This is an optimization exercise on Yosys and OpenROAD, whose aim is small area, a short achievable clock period and few clock cycles per item, not a production implementation.
At most, simulation tests tie the RTL to the original design; equivalence was not proved.
Power and IR drop assume default switching activity.

Design norm5_unit, start of the top module:
module norm5_unit #(
    parameter DIMENSIONS    = 5,
    parameter DATA_WIDTH    = 32,
    parameter CORDIC_WIDTH  = 38,
    parameter CORDIC_STAGES = 16,
    parameter ANGLE_WIDTH   = 16
)(
    input                              clk,
    input                              nreset,
    input                              start,
    input  [DIMENSIONS*DATA_WIDTH-1:0] w_in,
    output [DIMENSIONS*DATA_WIDTH-1:0] w_out,
    output                             done
);
Settings: LEC_CHECK=0, CAP_MARGIN=20, CORE_MARGIN=2, CORE_UTILIZATION=40, SETUP_SLACK_MARGIN=4.5, SLEW_MARGIN=20; clock period 10.0 ns.
run.sh (not shown) runs the stock make flow with config.mk's settings and CLKGATE_MAP_FILE= SYNTH_SCRIPT=/design/flow/synth_recipe.tcl, a recipe that flattens the netlist after the stock synthesis.
==> next run, changes <==
==> flow/flow/run.sh (new file) <==
#!/bin/bash
# The standard layout (standard.sh), with the port buffers made of the smallest
# buffer cell (sky130_fd_sc_hd__buf_1) instead of the one buffer_ports picks by default.
set -euo pipefail
sed 's|"\${@:-finish}"|BUFFER_PORTS_ARGS="-buffer_cell sky130_fd_sc_hd__buf_1" "${@:-finish}"|' standard.sh > standard_buf.sh
grep -q BUFFER_PORTS_ARGS standard_buf.sh
bash standard_buf.sh > standard.log 2>&1
==> flow/standard.sh (new file) <==
#!/bin/bash
# synth_recipe.tcl (not shown) runs the flow's synth.tcl, then flattens the netlist and writes it again
# the make line also repeats each setting of config.mk as NAME=value (left out here)
make -C /OpenROAD-flow-scripts/flow DESIGN_CONFIG=/design/flow/config.mk WORK_HOME=/design/flow/orfs CLKGATE_MAP_FILE= SYNTH_SCRIPT=/design/flow/synth_recipe.tcl "${@:-finish}"
Settings changed: SETUP_SLACK_MARGIN 4.5 to 5.
removed: flow/run.sh
=> The new run completed without violations; die area does not change; clock skew rose by 10 ps; setup slack gains 250 ps; clock power falls by roughly a tenth; via count goes up slightly; worst hold slack gets better by 15 ps; power fell by a few percent; cell area goes down by a few percent.
==> next run, changes <==
==> flow/run.sh (new file) <==
#!/bin/bash
# synth_recipe.tcl (not shown) runs the flow's synth.tcl, then flattens the netlist and writes it again
# the make line also repeats each setting of config.mk as NAME=value (left out here)
make -C /OpenROAD-flow-scripts/flow DESIGN_CONFIG=/design/flow/config.mk WORK_HOME=/design/flow/orfs CLKGATE_MAP_FILE= SYNTH_SCRIPT=/design/flow/synth_recipe.tcl finish
removed: flow/flow/run.sh
removed: flow/standard.sh
Routed wire length rose by 1.6%.
Via count goes down by 0.78%.
Final cell count hardly moves.
Maximum frequency rises by 2.4%.
No run of this note included a check of the RTL's function; only the layout flow was run.

== build 12 ==
Another version of the RTL of norm5_unit (not shown whole).
For scale: about 2,700 cells after synthesis, roughly 320 I/O pins, roughly 0.024 mm² of cells after synthesis.
==> flow/config.mk <==
export PLATFORM = sky130hd
export DESIGN_NAME = norm5_unit
export DESIGN_NICKNAME = norm5_unit
export VERILOG_FILES = /design/flow/design.v
export SDC_FILE = /design/flow/constraint.sdc
export NUM_CORES = 8
export LEC_CHECK = 0
export CAP_MARGIN = 20
export CORE_MARGIN = 2
export CORE_UTILIZATION = 40
export CTS_BUF_LIST = sky130_fd_sc_hd__clkbuf_4
export SETUP_SLACK_MARGIN = 5
export SLEW_MARGIN = 20
==> flow/constraint.sdc <==
create_clock -name core_clock -period 10.0 [get_ports {clk}]
set_input_delay 2.0000 -clock core_clock [delete_from_list [all_inputs] [get_ports {clk}]]
set_output_delay 2.0000 -clock core_clock [all_outputs]
set_load 0.01 [all_outputs]
standard.sh (not shown) runs the stock make flow with config.mk's settings and CLKGATE_MAP_FILE= SYNTH_SCRIPT=/design/flow/synth_recipe.tcl, a recipe that flattens the netlist after the stock synthesis.
==> flow/flow/run.sh <==
#!/bin/bash
# The standard layout (standard.sh), with the port buffers made of the smallest
# buffer cell (sky130_fd_sc_hd__buf_1) and the timing repair aimed 5.75 ns below the period.
set -euo pipefail
sed -e 's|"\${@:-finish}"|BUFFER_PORTS_ARGS="-buffer_cell sky130_fd_sc_hd__buf_1" "${@:-finish}"|' \
    -e 's|SETUP_SLACK_MARGIN=[0-9.]*|SETUP_SLACK_MARGIN=5.75|' standard.sh > standard_mod.sh
grep -q BUFFER_PORTS_ARGS standard_mod.sh
bash standard_mod.sh > standard.log 2>&1
Testbench counts of build 12, summed over its fixed seeds: cycles 27,840, items 192.
> inputs changed (build 12 -> build 75)
- CTS_BUF_LIST no longer set, was sky130_fd_sc_hd__clkbuf_4
Results
Number of flip-flops and latches in the synthesized netlist: build 12 vs build 75 identical
Cell count: build 75 and build 12 compared, lower one is build 75
For combinational power, build 12 and build 75 come out practically identical.
Diff build 12..build 75 | number of sinks driven by the clock tree | unchanged
The run with more setup slack is build 12; build 75 has less.
Between build 75 and build 12, the cell area is higher for build 12.
Fraction of power consumed by combinational cells | build 75 below build 12
As far as worst hold margin is concerned, build 12 and build 75 perform about the same.
Timing-limited maximum frequency: build 75 vs build 12 — no meaningful difference
Count of clock-net buffers in the final layout | build 75 below build 12
Inputs modified between build 75 and build 16:
==> flow/flow/run.sh <==
#!/bin/bash
# The standard layout (standard.sh), with the port buffers made of the smallest
# buffer cell (sky130_fd_sc_hd__buf_1) and the timing repair aimed 5.5 ns below the period.
set -euo pipefail
sed -e 's|"\${@:-finish}"|BUFFER_PORTS_ARGS="-buffer_cell sky130_fd_sc_hd__buf_1" "${@:-finish}"|' \
    -e 's|SETUP_SLACK_MARGIN=[0-9.]*|SETUP_SLACK_MARGIN=5.5|' standard.sh > standard_mod.sh
grep -q BUFFER_PORTS_ARGS standard_mod.sh
bash standard_mod.sh > standard.log 2>&1
### Flow results
- Going from build 75 to build 16, fill cell instance count of the final layout grew by 0.63%; core utilization lost 1.3 points; final setup slack of the worst path saw a decrease; post-cts hold buffer count essentially unchanged; global-route total usage across every layer essentially unchanged.
- Looking at time the final worst path needs with I/O delays and setup across both flows, build 16 is the weaker of the two, with build 75 ahead.
- On reported net switching power, build 16 and build 75 are neck and neck.
- Re number of synthesized flops with an enable pin: no difference whatsoever between build 16 and build 75.
- Measured against each other, build 16 and build 75 differ in sum of met3 wire segment lengths after detailed routing, the higher figure coming from build 16.
### build 16 -> build 49
==> flow/run.sh (new file) <==
#!/bin/bash
# synth_recipe.tcl (not shown) runs the flow's synth.tcl, then flattens the netlist and writes it again
# the make line also repeats each setting of config.mk as NAME=value (left out here)
make -C /OpenROAD-flow-scripts/flow DESIGN_CONFIG=/design/flow/config.mk WORK_HOME=/design/flow/orfs CLKGATE_MAP_FILE= SYNTH_SCRIPT=/design/flow/synth_recipe.tcl finish
removed: flow/flow/run.sh
removed: flow/standard.sh
==> comparison <==
Cmp build 49 and build 16 / hold slack / higher: build 49
Summary — number of ordinary and repair buffers in the finished layout, build 49 relative to build 16: higher, by about 2.2%.
Fraction of area in registers was higher in the run labelled build 16.
In the metrics for build 49 and build 16, the one carrying the higher portion of the clock cycle consumed by the worst path in the final layout is build 49.

## run a
RTL: one of the versions met above, not the one the previous note started from.
Size in the first run: about 260 flip-flops, roughly 320 I/O pins, about 24000 sq um of cells after synthesis.
clock: 10.0 ns
lec_check: 0
cap_margin: 20
core_margin: 2
core_utilization: 55
setup_slack_margin: 5
slew_margin: 20
run.sh (not shown) runs the stock make flow with config.mk's settings and CLKGATE_MAP_FILE= SYNTH_SCRIPT=/design/flow/synth_recipe.tcl, a recipe that flattens the netlist after the stock synthesis.
Stock flow here: none of the scripts above is used.
Setup changes, run a to run b
# run a
export LEC_CHECK = 0
export CAP_MARGIN = 20
export CORE_MARGIN = 2
export CORE_UTILIZATION = 55
export SETUP_SLACK_MARGIN = 5
export SLEW_MARGIN = 20
create_clock -name core_clock -period 10.0 [get_ports {clk}]
# run b
export LEC_CHECK = 0
export CAP_MARGIN = 20
export CORE_MARGIN = 2
export CORE_UTILIZATION = 40
export SETUP_SLACK_MARGIN = 5
export SLEW_MARGIN = 20
create_clock -name core_clock -period 10.0 [get_ports {clk}]
==> flow/flow/run.sh (new file) <==
#!/bin/bash
set -euo pipefail
sed 's/SETUP_SLACK_MARGIN=[0-9.]*/SETUP_SLACK_MARGIN=6.5/' standard.sh > standard_margin.sh
bash standard_margin.sh > standard.log 2>&1
==> flow/standard.sh (new file) <==
#!/bin/bash
# synth_recipe.tcl (not shown) runs the flow's synth.tcl, then flattens the netlist and writes it again
# the make line also repeats each setting of config.mk as NAME=value (left out here)
make -C /OpenROAD-flow-scripts/flow DESIGN_CONFIG=/design/flow/config.mk WORK_HOME=/design/flow/orfs CLKGATE_MAP_FILE= SYNTH_SCRIPT=/design/flow/synth_recipe.tcl "${@:-finish}"
removed: flow/run.sh
Notes after the runs:
Run b completed; timing, DRC and antenna clean. Run b vs. run a: cell count after placement went up by 189. Going from run a to run b, cell count grew by more than 10%. Run a → run b: number of buffers and inverters on the critical path grew by 1, first-pass GRT wire length grew by 12 mm, total I/O pin count held steady, logic depth of the worst path, buffers included grew by 3, inserted tap cell count grew by 190. Post-synth design cell area came out exactly the same in run a and run b. Total power of run b is lower than that of run a. In run b relative to run a, clock network power had gone down by a few percent.
No run of this note included a check of the RTL's function; only the layout flow was run.

## oak
norm5_unit with an RTL version that a note above also has.
Settings: LEC_CHECK=0, CAP_MARGIN=20, CORE_MARGIN=2, CORE_UTILIZATION=40, CTS_BUF_LIST=sky130_fd_sc_hd__clkbuf_8, SETUP_SLACK_MARGIN=5, SLEW_MARGIN=20; clock period 10.0 ns.
standard.sh (not shown) runs the stock make flow with config.mk's settings and CLKGATE_MAP_FILE= SYNTH_SCRIPT=/design/flow/synth_recipe.tcl, a recipe that flattens the netlist after the stock synthesis.
==> flow/flow/run.sh <==
#!/bin/bash
# The standard layout (standard.sh), with the port buffers made of the smallest
# buffer cell (sky130_fd_sc_hd__buf_1) and the timing repair aimed 5.75 ns below the period.
set -euo pipefail
sed -e 's|"\${@:-finish}"|BUFFER_PORTS_ARGS="-buffer_cell sky130_fd_sc_hd__buf_1" "${@:-finish}"|' \
    -e 's|SETUP_SLACK_MARGIN=[0-9.]*|SETUP_SLACK_MARGIN=5.75|' standard.sh > standard_mod.sh
grep -q BUFFER_PORTS_ARGS standard_mod.sh
bash standard_mod.sh > standard.log 2>&1
oak: all stages complete, timing, DRC and antenna checks passed
Testbench counts of oak, summed over its fixed seeds: cycles 27,840, items 192.
The following lists how pine was set up differently from oak:
-- flow/config.mk --
<<< oak, line 11
export CTS_BUF_LIST = sky130_fd_sc_hd__clkbuf_8
>>> pine, line 11
export PLACE_DENSITY = 0.9
### Flow results
- pine finished all stages; the layout is clean.
- For adder and majority cell fraction of the synthesized area, pine and oak come out practically identical.
- | placer's final routability congestion estimate | pine vs oak | 1.6% lower |
- Total power of the final layout essentially unchanged between oak and pine.
- Comparing oak and pine, the higher final cell count was measured on oak.
- Total iterations of the first detailed-routing run: pine > oak
- Post-detailed-route via-to-cell ratio delta for pine relative to oak: 5.4% higher
- Between oak and pine, the flow reports wire length of the first global-routing pass decreasing by a few percent.
- What oak reported for routed length on met2 has to be multiplied by 0.918 to get the figure for pine.
- Setup slack delta for pine relative to oak: 0.12 ns lower
- For the design area, pine came in about 2.2% lower than oak did.
- Compared to oak, pine has share of the clock period used by the worst path 1.2 points higher.
The following lists how birch was set up differently from pine:
-- flow/config.mk --
<<< pine, line 11
export PLACE_DENSITY = 0.9
>>> birch, line 11
export PLACE_DENSITY = 0.75
==> notes.md <==
Going from pine to birch, slack of the critical path climbed 0.056 ns; design internal power now smaller; placed cell area held steady; final area higher. The instance count after placement with tap cells included of pine and that of birch are within noise of each other. [birch vs pine] worst path arrival time: lower in birch. On share of power burned in the clock network, the higher figure sits with pine, not birch. Relative to pine, the total power divided by cell area measured on birch has decreased by a few percent.

[static timing again, ports no longer ideal]
Ports are ideal in the flow. The routed layouts listed here were re-timed in OpenROAD. Step 1 sets driving cells, clkbuf_16 on the clock port and buf_2 on the other inputs (assumed; they add their load-dependent delay and slew). Step 2 times the ports against the registers' clock, not the clock port: input delays grow and output delays shrink by t, the midpoint of the rising clock arrivals with the driver on. a / b / c = no drivers / after step 1 / after step 2; a / b = the first two.
| run | t (ns) | setup WS [ns] | pins driven straight from the clock port |
|---|---|---|---|
| the first run of note 1 | 0.674 | 4.834 / 4.834 / 4.834 | 1 |
| the second run of note 1 | 0.662 | 5.089 / 5.089 / 5.089 | 1 |
| the third run of note 1 | 0.673 | 5.203 / 5.203 / 5.203 | 1 |
| build 12 | 0.885 | 5.813 / 5.813 / 5.813 | 1 |
| build 75 | 0.663 | 5.807 / 5.807 / 5.807 | 1 |
| build 16 | 0.663 | 5.652 / 5.652 / 5.652 | 1 |
| build 49 | 0.623 | 5.404 / 5.404 / 5.404 | 1 |
| run a | 0.667 | 5.165 / 5.165 / 5.147 | 1 |
| run b | 0.682 | 5.257 / 5.257 / 5.257 | 1 |
| oak | 0.703 | 5.823 / 5.823 / 5.823 | 1 |
| pine | 0.651 | 5.707 / 5.707 / 5.707 | 1 |
| birch | 0.659 | 5.762 / 5.762 / 5.762 | 1 |
After both steps every run listed still meets setup and hold. For run a, which loses most, drivers alone change the setup slack by 0.000 ns; drivers and shift together by -0.018 ns.
